This design comes from an exercise in tuning for small area, a short achievable clock period and few clock cycles on the open sky130 flow, not from production work. Only simulation tests tie the RTL to the original design; equivalence was not proved. No run shown here takes its clock network from TritonCTS; it comes from the design's own scripts or RTL. The flow treats the clock pin as an ideal source. Dropping or thinning the clock tree relies on that and would not hold on a real chip. Power is estimated from default activity; no workload was simulated.

[flow/flow/run.sh]
#!/bin/bash
set -euo pipefail
W=$PWD
source flow/params.sh
bash standard.sh synth > synth.log 2>&1
R=$W/orfs/results/$FLOW_PLATFORM/LBP/base
cp "$R/1_2_yosys.v" "$W/standard_1_2_yosys.v"
LIB_FILE="$FLOW_HOME/platforms/$FLOW_PLATFORM/lib/sky130_fd_sc_hd__tt_025C_1v80.lib" \
NETLIST_IN="$W/standard_1_2_yosys.v" NETLIST_OUT="$W/remapped.v" \
DONT_USE="$(cat flow/dont_use.txt)" \
  yosys -c flow/remap.tcl > remap.log 2>&1
cp "$W/remapped.v" "$R/1_2_yosys.v"
bash standard.sh PRE_CTS_TCL="$W/flow/cts_manual.tcl" \
  "BUFFER_PORTS_ARGS=-buffer_cell $PORT_BUF" finish > layout.log 2>&1
[flow/flow/cts_manual.tcl]
set block [ord::get_db_block]
set db [ord::get_db]
set clk_net [$block findNet clk]
set master [$db findMaster $::env(MY_CTS_BUF)]
set sinks {}
foreach it [$clk_net getITerms] {
  set inst [$it getInst]
  set bb [$inst getBBox]
  lappend sinks [list $it [expr {([$bb xMin] + [$bb xMax]) / 2}] [expr {([$bb yMin] + [$bb yMax]) / 2}]]
}
puts "manual CTS: [llength $sinks] sinks"
# split into groups: by x into NX slices, each slice by y into NY parts
set nx $::env(MY_CTS_NX)
set ny $::env(MY_CTS_NY)
set sx [lsort -integer -index 1 $sinks]
set n [llength $sx]
set groups {}
for {set i 0} {$i < $nx} {incr i} {
  set a [expr {$i * $n / $nx}]
  set b [expr {($i + 1) * $n / $nx - 1}]
  set sl [lsort -integer -index 2 [lrange $sx $a $b]]
  set m [llength $sl]
  for {set j 0} {$j < $ny} {incr j} {
    lappend groups [lrange $sl [expr {$j * $m / $ny}] [expr {($j + 1) * $m / $ny - 1}]]
  }
}
# optional root buffer between the clock port and the group buffers
set drv_net $clk_net
if {$::env(MY_CTS_ROOT) ne ""} {
  set root [odb::dbInst_create $block [$db findMaster $::env(MY_CTS_ROOT)] "cts_root"]
  set rnet [odb::dbNet_create $block "clknet_root"]
  $rnet setSigType CLOCK
  [$root findITerm A] connect $clk_net
  [$root findITerm X] connect $rnet
  set drv_net $rnet
}
set k 0
set tx 0; set ty 0
foreach g $groups {
  set buf [odb::dbInst_create $block $master "cts_buf_$k"]
  set net [odb::dbNet_create $block "clknet_$k"]
  $net setSigType CLOCK
  [$buf findITerm A] connect $drv_net
  [$buf findITerm X] connect $net
  set sx 0; set sy 0
  foreach s $g {
    set it [lindex $s 0]
    $it disconnect
    $it connect $net
    incr sx [lindex $s 1]; incr sy [lindex $s 2]
  }
  set cx [expr {$sx / [llength $g]}]
  set cy [expr {$sy / [llength $g]}]
  $buf setLocation $cx $cy
  $buf setPlacementStatus PLACED
  incr tx $cx; incr ty $cy
  puts "manual CTS: buffer $k drives [llength $g] sinks at $cx $cy"
  incr k
}
if {$::env(MY_CTS_ROOT) ne ""} {
  $root setLocation [expr {$tx / $k}] [expr {$ty / $k}]
  $root setPlacementStatus PLACED
}
$clk_net setSigType CLOCK
set_placement_padding -global -left $::env(CELL_PAD_IN_SITES_DETAIL_PLACEMENT) -right $::env(CELL_PAD_IN_SITES_DETAIL_PLACEMENT)
detailed_placement
set_propagated_clock [all_clocks]
estimate_parasitics -placement
report_clock_skew
repair_timing_helper
detailed_placement
check_placement -verbose
report_checks -path_delay max -format full_clock_expanded
orfs_write_db $::env(RESULTS_DIR)/4_1_cts.odb
orfs_write_sdc $::env(RESULTS_DIR)/4_cts.sdc
exit
[flow/flow/dont_use.txt]
sky130_fd_sc_hd__lpflow_bleeder_1
sky130_fd_sc_hd__lpflow_clkbufkapwr_1
sky130_fd_sc_hd__lpflow_clkbufkapwr_16
sky130_fd_sc_hd__lpflow_clkbufkapwr_2
sky130_fd_sc_hd__lpflow_clkbufkapwr_4
sky130_fd_sc_hd__lpflow_clkbufkapwr_8
sky130_fd_sc_hd__lpflow_clkinvkapwr_1
sky130_fd_sc_hd__lpflow_clkinvkapwr_16
sky130_fd_sc_hd__lpflow_clkinvkapwr_2
sky130_fd_sc_hd__lpflow_clkinvkapwr_4
sky130_fd_sc_hd__lpflow_clkinvkapwr_8
sky130_fd_sc_hd__lpflow_decapkapwr_12
sky130_fd_sc_hd__lpflow_decapkapwr_3
sky130_fd_sc_hd__lpflow_decapkapwr_4
sky130_fd_sc_hd__lpflow_decapkapwr_6
sky130_fd_sc_hd__lpflow_decapkapwr_8
sky130_fd_sc_hd__lpflow_inputiso0n_1
sky130_fd_sc_hd__lpflow_inputiso0p_1
sky130_fd_sc_hd__lpflow_inputiso1n_1
sky130_fd_sc_hd__lpflow_inputiso1p_1
sky130_fd_sc_hd__lpflow_inputisolatch_1
sky130_fd_sc_hd__lpflow_isobufsrc_1
sky130_fd_sc_hd__lpflow_isobufsrc_16
sky130_fd_sc_hd__lpflow_isobufsrc_2
sky130_fd_sc_hd__lpflow_isobufsrc_4
sky130_fd_sc_hd__lpflow_isobufsrc_8
sky130_fd_sc_hd__lpflow_isobufsrckapwr_16
sky130_fd_sc_hd__lpflow_lsbuf_lh_hl_isowell_tap_1
sky130_fd_sc_hd__lpflow_lsbuf_lh_hl_isowell_tap_2
sky130_fd_sc_hd__lpflow_lsbuf_lh_hl_isowell_tap_4
sky130_fd_sc_hd__lpflow_lsbuf_lh_isowell_4
sky130_fd_sc_hd__lpflow_lsbuf_lh_isowell_tap_1
sky130_fd_sc_hd__lpflow_lsbuf_lh_isowell_tap_2
sky130_fd_sc_hd__lpflow_lsbuf_lh_isowell_tap_4
sky130_fd_sc_hd__probe_p_8
sky130_fd_sc_hd__probec_p_8
[flow/flow/params.sh]
# clock tree of flow/cts_manual.tcl: MY_CTS_NX x MY_CTS_NY groups of flip-flops, each
# driven by one MY_CTS_BUF; MY_CTS_ROOT, if set, is a buffer between them and the port.
export MY_CTS_BUF=sky130_fd_sc_hd__clkbuf_16 MY_CTS_NX=1 MY_CTS_NY=4 MY_CTS_ROOT=
PORT_BUF=sky130_fd_sc_hd__buf_2
# ABC script flow/remap.tcl maps the logic with
export ABC_SCRIPT="+strash;dch;map -a;topo;stime"
[flow/flow/remap.tcl]
# Re-maps the combinational logic of the standard synthesis's netlist, with the ABC script
# ABC_SCRIPT when it is set (else Yosys's default one). The flip-flops are kept as they
# are (same instances, names and cells): their cell modules are kept as hierarchy,
# everything else is flattened into gates and mapped again.
yosys read_liberty -ignore_miss_func $::env(LIB_FILE)
yosys read_verilog $::env(NETLIST_IN)
yosys hierarchy -top $::env(FLOW_TOP)
yosys setattr -mod -set keep_hierarchy 1 sky130_fd_sc_hd__df*
yosys flatten
yosys opt -purge
yosys techmap
yosys opt
set du {}
foreach c $::env(DONT_USE) { lappend du -dont_use $c }
if {[info exists ::env(ABC_SCRIPT)]} { yosys abc -script $::env(ABC_SCRIPT) -liberty $::env(LIB_FILE) {*}$du } else { yosys abc -liberty $::env(LIB_FILE) {*}$du }
yosys opt_clean -purge
yosys hilomap -singleton -hicell sky130_fd_sc_hd__conb_1 HI -locell sky130_fd_sc_hd__conb_1 LO
yosys splitnets
yosys opt_clean -purge
yosys write_verilog -noattr -noexpr -nohex -nodec $::env(NETLIST_OUT)
yosys stat -liberty $::env(LIB_FILE)
[flow/standard.sh]
#!/bin/bash
# synth_recipe.tcl (not shown) runs the flow's synth.tcl, then flattens the netlist and writes it again
# the make line also repeats each setting of config.mk as NAME=value (left out here)
make -C /OpenROAD-flow-scripts/flow DESIGN_CONFIG=/design/flow/config.mk WORK_HOME=/design/flow/orfs CLKGATE_MAP_FILE= SYNTH_SCRIPT=/design/flow/synth_recipe.tcl "${@:-finish}"
[flow/config.mk]
export PLATFORM = sky130hd
export DESIGN_NAME = LBP
export DESIGN_NICKNAME = LBP
export VERILOG_FILES = /design/flow/design.v
export SDC_FILE = /design/flow/constraint.sdc
export NUM_CORES = 4
export LEC_CHECK = 0
export CAP_MARGIN = 20
export CORE_MARGIN = 2
export CORE_UTILIZATION = 50
export SETUP_SLACK_MARGIN = 2.4
export SLEW_MARGIN = 20
[flow/constraint.sdc]
create_clock -name core_clock -period 4.0 [get_ports {clk}]
set_input_delay 0.8000 -clock core_clock [delete_from_list [all_inputs] [get_ports {clk}]]
set_output_delay 0.8000 -clock core_clock [all_outputs]
set_load 0.01 [all_outputs]
[flow/design.v]
`timescale 1ns/10ps
module LBP ( clk, reset, gray_addr, gray_req, gray_ready, gray_data, lbp_addr, lbp_valid, lbp_data, finish);
input clk;
input reset;
output reg [13:0] gray_addr;
output reg gray_req;
input gray_ready;
input [7:0] gray_data;
output reg [13:0] lbp_addr;
output reg lbp_valid;
output reg [7:0] lbp_data;
output reg finish;
reg [2:0] r;         
reg col_end;         
reg x_last;          
wire [6:0] gx = gray_addr[6:0];
wire [6:0] gy = gray_addr[13:7];
wire strip_end = col_end & x_last;
wire is_last = strip_end & (&gy);
always @(posedge clk or posedge reset) begin
    if (reset) begin
        gray_req <= 1'b0;
        finish <= 1'b0;
        lbp_valid <= 1'b0;
    end else begin
        lbp_valid <= gray_req & (|r[2:1]) & (|gx[6:1]);
        if (gray_req) begin
            if (is_last) begin
                gray_req <= 1'b0;
                finish <= 1'b1;
            end
        end else if (gray_ready & ~finish) begin
            gray_req <= 1'b1;
        end
    end
end
wire [6:0] y_step = {{4{col_end}}, {2{strip_end}}, 1'b1};
always @(posedge clk) begin
    x_last <= &gx;
    if (!gray_req) begin
        gray_addr <= 14'd0;
        r <= 3'd0;
        col_end <= 1'b0;
    end else begin
        r <= r + 3'd1;
        col_end <= (r == 3'd6);
        gray_addr[13:7] <= gy + y_step;
        if (col_end) gray_addr[6:0] <= gx + 7'd1;
    end
end
function [1:0] cmp_merge;
    input [1:0] hi, lo;
    cmp_merge = {hi[1] | (~hi[0] & lo[1]), hi[0] | (~hi[1] & lo[0])};
endfunction
function [1:0] cmp;
    input [7:0] a, b;
    reg [1:0] p0, p1, p2, p3, p4, p5, p6, p7;
    begin
        p0 = {a[0] & ~b[0], ~a[0] & b[0]};
        p1 = {a[1] & ~b[1], ~a[1] & b[1]};
        p2 = {a[2] & ~b[2], ~a[2] & b[2]};
        p3 = {a[3] & ~b[3], ~a[3] & b[3]};
        p4 = {a[4] & ~b[4], ~a[4] & b[4]};
        p5 = {a[5] & ~b[5], ~a[5] & b[5]};
        p6 = {a[6] & ~b[6], ~a[6] & b[6]};
        p7 = {a[7] & ~b[7], ~a[7] & b[7]};
        cmp = cmp_merge(cmp_merge(cmp_merge(p7, p6), cmp_merge(p5, p4)),
                        cmp_merge(cmp_merge(p3, p2), cmp_merge(p1, p0)));
    end
endfunction
reg [7:0] c1, c2, c3, c4, c5, c6, c7, c8, c9;
wire [1:0] k0 = cmp(gray_data, c9);
wire [1:0] k1 = cmp(c1, c9);
wire [1:0] k2 = cmp(c2, c9);
wire [1:0] k8 = cmp(c8, c9);
reg [8:0] d0;    
reg [7:0] d1;    
reg [6:0] d2;    
reg       d8;    
always @(posedge clk) begin
    c1 <= gray_data; c2 <= c1; c3 <= c2; c4 <= c3; c5 <= c4;
    c6 <= c5; c7 <= c6; c8 <= c7; c9 <= c8;
    d0 <= {d0[7:0], ~k0[1]};
    d1 <= {d1[6:0], ~k1[1]};
    d2 <= {d2[5:0], ~k2[1]};
    d8 <= ~k8[1];
    lbp_data <= {~k0[0], ~k8[0], d2[6], ~k1[0], d1[7], ~k2[0], d8, d0[8]};
    lbp_addr <= {gy - 7'd1, gx - 7'd1};
end
endmodule
==> impl_metrics.tcl, run 1 <==
set metrics [dict create \
    cap_violations 0 \
    routabilityCongestion 0.860 \
    io_pins 50 \
    overflow 0 \
    area_growth_pct 14.0 \
    start_kind "flip-flop" \
    vias 2572 \
    grt_max_degree 37 \
    routed_wl_um 5800 \
    rr_startpoint "gray_addr[1]" \
    startpoint "gray_addr[5]" \
    cp_data_required_time_ps 3200 \
    ant_nets 0 \
    finalHoldViolations 0 \
    min_period_ps 1560 \
    rsz0062_at_grt "yes" \
    die_w_um 93.0 \
    grt_use_total_pct 13.2 \
    hold_buffers 0 \
    portBuffers 49 \
    vias_per_cell 4.75 \
    yosys_warnings 1 \
    worstPathCellList "buf_2" \
    endpoint_kind "output port" \
    grt_pass1_wl_um 9750 \
    status "complete, no violations" \
    clock_latency_ps 180 \
    worstMarginPinSlew_ps 373 \
    grt_pass1_vias 2355 \
    dr.pass1.iters 4 \
    grt_antenna_before_repair 0 \
    synth_fp_nets 394 \
    floorplan.initialDensity_pct 51.6 \
    hpwl_um 4360 \
    wire_per_inst_um 10.7 \
    core_um2 7690 \
    cts.reportedPaths.clkPinSlew_ps 120 \
    slew_viol_final 0 \
    diodes 0 \
    final-setup-viol-count 0 \
    worstHoldStart "c5[3]" \
    critical-path-slowest-cell "dfxtp_1" \
    cpPeakStageDelay_ps 420 \
    critPathBufInv 1 \
    nets 453 \
    setup_tns_ps 0 \
    hp-class "reg -> reg" \
    clock_skew_ps 10.1 \
    n_fill_cell 669 \
    die_area_um2 8660 \
    drive_gt1_share_pct 18.9 \
    post-route-period-util_pct 39.0 \
    syn_area_per_cell_um2 10.3 \
    peakVddDrop_v 0.000265 \
    syn-instance-count 383 \
    syn_area_um2 3960 \
    cp_max_fo 5 \
    power_density_nw_per_um2 467 \
    p_leak_nw 1.92 \
    drc_errors 0 \
    total_power_w 0.00211 \
    worstPathArrival_ps 760 \
    rows 32 \
    crit_family "flip-flops" \
    fmax_ghz 0.641 \
    max_slew_margin_pct 75.0 \
    drtIter0Drc 62 \
    path_class "reg -> out" \
    die_h_um 93.0 \
]
## report_power, final
group          switching (W)  leakage (nW)  internal [W]
clock network       0.000321        0.0493      0.000187
registers          0.0000264          1.19       0.00149
logic              0.0000530         0.679     0.0000363
total               0.000401          1.92       0.00171
## stage by stage
stage	setup slack (ps)	hold WS, ps	util [%]	instance area [µm²]	cells
6_report	2440	338	58.8	4520	542
5_1_grt	2350	345	58.8	4520	542
3_5_place_dp	2190	312	56.4	4340	534
3_3_place_gp	2250	310	56.4	4340	534
2_1_floorplan	2420	310	-	3960	383
## cell usage in the layout (no fill, tap or decap), drive strengths merged
cell,n
o22ai,7
nand2,48
a211oi,5
xor2,5
nand3,4
o31ai,2
o21ai,26
nor2,43
clkinv,41
buf,53
inv,3
or2,2
xnor2,1
nand4,2
nor4,2
a21oi,33
a22oi,4
clkbuf,4
dfrtp,3
dfxtp,138
o21a,1
a31oi,2
o211ai,5
nor3,6
## layout make-up
class,count,area [µm²],area share [%]
Timing Repair Buffer,53,275,6.09
Inverter,44,165,3.66
Tap cell,102,128,2.83
Sequential cell,141,2860,63.3
Multi-Input combinational cell,198,991,21.9
Buffer,4,100,2.22
## per-layer routing
layer | vias to the layer above | share of wire [%] | global-route usage (%)
li1 | 1372 | - | -
met1 | 1142 | 49 | 17.6
met2 | 51 | 45 | 23.9
met3 | 7 | 4.0 | 0.806
met4 | 0 | 1.8 | 2.45
met5 | - | 0 | 0
## flip-flops by register name, indices dropped and copies added (netlist names), 3 cells and up
name	count
c1	8
c2	8
c3	8
c4	8
c5	8
c6	8
c7	8
c8	8
c9	8
d0	9
d1	8
d2	7
gray_addr	14
lbp_addr	14
lbp_data	8
r	3
## final timing paths
check / slack [ps] / cells past startpoint / end
max in group asynchronous: 3440 / 2 / gray_req
worst max-delay path: 2440 / 1 / gray_addr[5]
worst min register to register: 340 / 0 / c6[3]
worst max register to register: 2510 / 10 / gray_addr[5]
min in group asynchronous: 450 / 2 / gray_req
worst min-delay path: 340 / 0 / c6[3]
## repair_timing
action,CTS,global route
resized for setup,9,19
setup endpoints to repair,8,12
pin swaps,0,2
buffers inserted,1,3
Testbench counts, summed over its fixed seeds: cycles 172,040.
==> run 2: changes to the inputs <==
==> flow/flow/params.sh (replaced) <==
# clock tree of flow/cts_manual.tcl: MY_CTS_NX x MY_CTS_NY groups of flip-flops, each
# driven by one MY_CTS_BUF; MY_CTS_ROOT, if set, is a buffer between them and the port.
export MY_CTS_BUF=sky130_fd_sc_hd__clkbuf_16 MY_CTS_NX=4 MY_CTS_NY=1 MY_CTS_ROOT=
PORT_BUF=sky130_fd_sc_hd__buf_2
# ABC script flow/remap.tcl maps the logic with
export ABC_SCRIPT="+strash;dch;map -a;topo;stime"
==> run 2 against run 1 <==
Synthesized cell count unchanged. Global-route usage up 0.14 points. Clock skew down 4.1 ps. Via count up 0.62%. Sequential share of layout area down 0.060 points. Worst setup slack better by 28 ps. Critical endpoint is now gray_addr[13]. Largest cell class unchanged. Highest routed layer unchanged.
==> impl_metrics.tcl, run 2 <==
set metrics [dict create \
    setup_tns_ps 0 \
    area_growth_pct 14.1 \
    syn_area_per_cell_um2 10.3 \
    grt_max_degree 37 \
    rsz0062_at_grt "yes" \
    worstPathCellList "buf_2" \
    nets 453 \
    synth_fp_nets 394 \
    p_seq_share_pct 71.8 \
    rr_startpoint "col_end" \
    reg_top3 "gray_addr (14), lbp_addr (14), d0 (9)" \
    clock_skew_ps 6.01 \
    wire_per_inst_um 10.6 \
    floorplan.initialDensity_pct 51.6 \
    drive_gt1_share_pct 19.3 \
    path_class "reg -> out" \
    slew_viol_final 0 \
    start_kind "flip-flop" \
    hold_buffers 0 \
    switching_share_pct 18.8 \
    layout_commonest_cell "dfxtp_1" \
    status "complete, no violations" \
    grt_use_total_pct 13.3 \
    die_h_um 93.0 \
    crit_family "flip-flops" \
    drc_errors 0 \
    vias 2588 \
    power.internal_w 0.00171 \
    min_to "c5[0]" \
    worstHoldStart "c4[0]" \
    critical-path-slowest-cell "dfxtp_1" \
    grt_pass1_vias 2382 \
    critPathBufInv 1 \
    max_slew_margin_pct 75.0 \
    n_fill_cell 663 \
    power_density_nw_per_um2 466 \
    p_leak_nw 1.92 \
    overflow 0 \
    grt_antenna_before_repair 0 \
    core_um2 7690 \
    clkPwrFrac_pct 23.9 \
    final-setup-viol-count 0 \
    cap_violations 0 \
    routed_wl_um 5770 \
    r2r.worst_path.cells 11 \
    io_pins 50 \
    hpwl_um 4360 \
    rr_endpoint "gray_addr[13]" \
    endpoint_kind "output port" \
    ant_nets 0 \
    cpPeakStageDelay_ps 400 \
    syn_area_um2 3960 \
    worstMarginPinSlew_ps 373 \
    finalHoldViolations 0 \
    hp-class "reg -> reg" \
    yosys_warnings 1 \
    portBuffers 49 \
    dr.pass1.iters 4 \
    combinationalPowerShare_pct 4.3 \
    switching_power_w 0.000397 \
    syn-instance-count 383 \
    drtIter0Drc 56 \
    vias_per_cell 4.77 \
    post-route-period-util_pct 38.3 \
    die_area_um2 8660 \
    rrSetupSlack_ps 2560 \
    timing.final.ws_setup_ps 2470 \
    grt_pass1_wl_um 9850 \
    rows 32 \
    cp_data_required_time_ps 3200 \
    routabilityCongestion 0.860 \
    fin_hold_ws_ps 336 \
    worstPathArrival_ps 730 \
    clock_latency_ps 180 \
    holdPathStages 0 \
    cts.reportedPaths.clkPinSlew_ps 120 \
    cp_max_fo 3 \
    mostFrequentLayoutCells "dfxtp_1, buf_2, nand2_1" \
    min_period_ps 1530 \
    diodes 0 \
    fmax_ghz 0.652 \
    die_w_um 93.0 \
    pre_cts_ws_ps 2190 \
    peakVddDrop_v 0.000399 \
]
[run 2: through the flow]
stage          util (%)  std cells  power [W]  cell area (µm²)
2_1_floorplan         -        383    0.00160             3960
5_1_grt            58.8        542    0.00220             4520
3_5_place_dp       56.4        534    0.00164             4340
6_report           58.8        542    0.00211             4520
3_3_place_gp       56.4        534    0.00163             4340
[run 2: repair_timing]
item / in CTS / in global routing
buffers inserted: 1 / 3
pin swaps: 0 / 2
endpoints found under the setup margin: 9 / 12
resized for setup: 11 / 20
[run 2: worst max-delay path by stage]
stage | from | endpoint | slack, ps | cells after the start
floorplan | gray_data[6] | lbp_data[7] | 2420 | 5
global placement | gray_data[6] | lbp_data[7] | 2250 | 6
detailed placement | gray_data[6] | lbp_data[7] | 2190 | 6
global route | col_end | gray_addr[13] | 2350 | 10
finish | gray_addr[13] | gray_addr[13] | 2470 | 1
[run 2: power by group through the flow]
stage	Clock, W	Combinational, W	Sequential (W)
final	0.000504	0.0000896	0.00151
after global placement	0	0.0000857	0.00155
after detailed placement	0	0.0000883	0.00155
after floorplan	0	0.0000523	0.00154
after global routing	0.000575	0.000102	0.00152
[run 2: layout make-up]
class	instances	area, µm²	area share, %
flip-flops and latches	141	2860	63.2
plain buffers	4	100	2.21
well taps	102	128	2.82
inverters	44	165	3.65
multi-input cells	198	996	22.0
repair buffers	53	275	6.09
[run 2: routing by layer]
layer / vias to the layer above / wire length (µm) / track usage, %
met5: - / 0 / 0
met4: 0 / 91 / 2.08
met3: 6 / 252 / 1.05
met2: 55 / 2760 / 25.2
met1: 1158 / 2670 / 16.9
li1: 1369 / - / -

## port drivers added, routing unchanged
The flow's constraints put no driver on any port. The routed layouts listed below were extracted and timed again, unchanged, in two steps. Step 1 sets driving cells, clkbuf_16 on the clock port and buf_2 on the other inputs (assumed; they add their load-dependent delay and slew). Step 2, shift: input delay + t, output delay - t, t = (earliest + latest rising clock arrival at the registers) / 2. This alone moves slack from input paths to output paths. Slacks: ideal ports / drivers / drivers and shift; pairs: ideal ports / drivers.
run	t (ns)	slack for setup (ns)	hold WS [ns]
run 1	0.241	2.439 / 2.371 / 2.304	0.338 / 0.338 / 0.338
run 2	0.240	2.466 / 2.398 / 2.294	0.336 / 0.336 / 0.336
After both steps setup and hold are still met in every run listed. The setup slack of run 2, which loses most, moves by -0.068 ns with the drivers and by -0.172 ns with both steps.
